From an optimization exercise on the open Yosys and OpenROAD flow, aimed at small area, a short achievable clock period and few clock cycles per item; shortcuts taken in it are not production practice.
At most, simulation tests tie the RTL to the original design; equivalence was not proved.
Power figures rest on the tool's default switching activity, not on a simulated workload.

## ysyx_mulunit
module ysyx_mulunit (
    input          clk,
    input          rst_n,
    input          mul_valid,
    input  [63:0]  alu_src1,
    input  [63:0]  alu_src2,
    input  [3:0]   mul_expand_signed,
    output [129:0] mul_res,
    output         sh_fnsh_flag
);
Size in the first run: about 3400 cells after synthesis, about 320 flip-flops, ~270 I/O pins, roughly 0.029 sq mm of cells after synthesis.
Settings: LEC_CHECK=0, CAP_MARGIN=20, CORE_MARGIN=2, CORE_UTILIZATION=65, PLACE_DENSITY=0.75, SETUP_SLACK_MARGIN=4.5, SLEW_MARGIN=20; clock period 8.0 ns.
standard.sh (not shown) runs the stock make flow with config.mk's settings and CLKGATE_MAP_FILE= SYNTH_SCRIPT=/design/flow/synth_recipe.tcl, a recipe that flattens the netlist after the stock synthesis.
==> flow/flow/run.sh <==
#!/bin/bash
# Layout flow: the standard layout (standard.sh, which also runs the
# standard synthesis) with these settings changed:
#  - the port buffers start as buf_2 instead of the buffer the resizer picks;
#  - sizing may swap a cell for one of another footprint;
#  - clock tree synthesis inserts no dummy loads.
# make's output goes to make.log; each step's tool output is in orfs/logs/.
set -euo pipefail
bash standard.sh MATCH_CELL_FOOTPRINT=0 \
    "BUFFER_PORTS_ARGS=-buffer_cell sky130_fd_sc_hd__buf_2" \
    "CTS_ARGS=-sink_clustering_enable -repair_clock_nets -dont_use_dummy_load" \
    finish > make.log 2>&1
The first run passed the timing, DRC and antenna checks.
Testbench counts at the start, summed over its fixed seeds: cycles 34,522, muls 4,800.
Change:
CORE_UTILIZATION = 50   (was 65)
PLACE_DENSITY = unset   (was 0.75)
What happened: Worst hold slack improved by 0.020 ns; core utilization shrinks by 17 points; non-clock buffer count goes up by 4; first-iteration DRC count decreases by a quarter to a third; synthesized area stays the same; sequential share of layout area goes down by 0.24 points.
Change:
SETUP_SLACK_MARGIN = 5.0   (was 4.5)
Wire length is higher by 9.6%; global-route usage is higher by 1.5 points; clock skew goes up by 0.0074 ns; worst hold slack improves by 0.010 ns; final cell count increases by 1.9%; final area climbs by 6.2%; total power rose by 4.2%; worst setup slack is better by 0.015 ns; area after synthesis does not change.

========
Another version of the RTL of ysyx_mulunit (not shown whole).
For scale: ~320 flip-flops, about 270 I/O pins, about 28000 um^2 of cells after synthesis.
clock: 8.0 ns
lec_check: 0
cap_margin: 20
core_margin: 2
core_utilization: 44
setup_slack_margin: 4.5
slew_margin: 20
synth_hierarchical: 1
Scripts as last shown in full above: flow/flow/run.sh
Testbench counts at the start, summed over its fixed seeds: cycles 34,590, muls 4,800.
Change:
- ABC_AREA: default -> 1
- CORE_UTILIZATION: 44 -> 50
What happened: The changed run finished clean. Design area rose by 6.2%. Worst setup slack gets better by 0.074 ns. Wire length is higher by 3.7%. Hold slack degrades by 0.0049 ns. Via count rose by 18%. Non-clock buffer count shrinks by 11. Count of clock-buffer cells in the layout does not change. First-iteration DRC count decreases by 3.4%.

========
Setup of lane 2:
Another version of the RTL of ysyx_mulunit (not shown whole).
Size in the first run: roughly 3200 cells after synthesis, roughly 320 flip-flops, roughly 0.029 mm² of cells after synthesis.
## ysyx_mulunit
module ysyx_mulunit (
    input          clk,
    input          rst_n,
    input          mul_valid,
    input  [63:0]  alu_src1,
    input  [63:0]  alu_src2,
    input  [3:0]   mul_expand_signed,
    output [129:0] mul_res,
    output         sh_fnsh_flag
);
clock: 8.0 ns
lec_check: 0
cap_margin: 20
core_margin: 2
core_utilization: 50
setup_slack_margin: 4.2
slew_margin: 20
synth_hierarchical: 1
Scripts as last shown in full above: flow/flow/run.sh
### lane 2 -> lane 5
Settings: SETUP_SLACK_MARGIN now 4.5, was 4.2.
### Flow results
Lane 5 ends up with higher non-filler instance count after layout than lane 2 does.
Compared with lane 2, lane 5 shows detailed-route wire length per cell that has gone up by a few percent.
Lane 5 vs lane 2, master of the slowest instance on the critical path: sky130_fd_sc_hd__a2111oi_4 vs sky130_fd_sc_hd__a221o_1
Changes observed in lane 5 relative to lane 2: number of nets still failing antenna checks after routing now sits at about the same level; count of inverters not on the clock network in the layout now sits higher; worst setup slack higher; post-route fraction of the period consumed by the critical path decreased 3.5 points; via count now larger.
Of the two values seen for launch point of the worst path, u_mul.P[49]$_DFF_P_ was produced by lane 2 and u_mul.P[5]$_DFF_P_ by lane 5.
Sum of internal, switching and leakage power, lane 5 and lane 2: lower on lane 2
No run of this note included a check of the RTL's function; only the layout flow was run.

[separate check: timing with driven ports]
No port has a modelled driver above. Below, the same layouts with a new extraction and two added sets of constraints. Step 1 sets driving cells, clkbuf_16 on the clock port and buf_2 on the other inputs (assumed; they add their load-dependent delay and slew). Step 2 moves the port delays by t, midway between the first and last clock arrival at a register: inputs arrive t later, outputs are due t later. That takes back most of the time a late clock gives input paths. a / b / c = ideal / step 1 / step 2; a / b = the first two.
run | t, ns | setup slack, ns | hold slack, ns | clock arrival spread, ns | pins driven straight from the clock port
the first run of note 1 | 0.625 | 4.271 / 4.271 / 3.908 | 0.444 / 0.444 / 0.444 | 0.032 / 0.031 | 1
the second run of note 1 | 0.621 | 4.351 / 4.351 / 3.924 | 0.464 / 0.464 / 0.464 | 0.040 / 0.039 | 1
the third run of note 1 | 0.633 | 4.366 / 4.366 / 4.366 | 0.474 / 0.474 / 0.474 | 0.053 / 0.052 | 1
the first run of note 2 | 0.620 | 4.527 / 4.527 / 4.109 | 0.425 / 0.425 / 0.425 | 0.053 / 0.052 | 1
the second run of note 2 | 0.625 | 4.602 / 4.602 / 4.231 | 0.421 / 0.421 / 0.421 | 0.020 / 0.019 | 1
lane 2 | 0.619 | 4.140 / 4.140 / 3.707 | 0.450 / 0.450 / 0.450 | 0.061 / 0.061 | 1
lane 5 | 0.625 | 4.417 / 4.417 / 4.015 | 0.453 / 0.453 / 0.453 | 0.023 / 0.023 | 1
After both steps every run listed still meets setup and hold. For lane 2, which loses most, drivers alone change the setup slack by 0.000 ns; drivers and shift together by -0.433 ns.
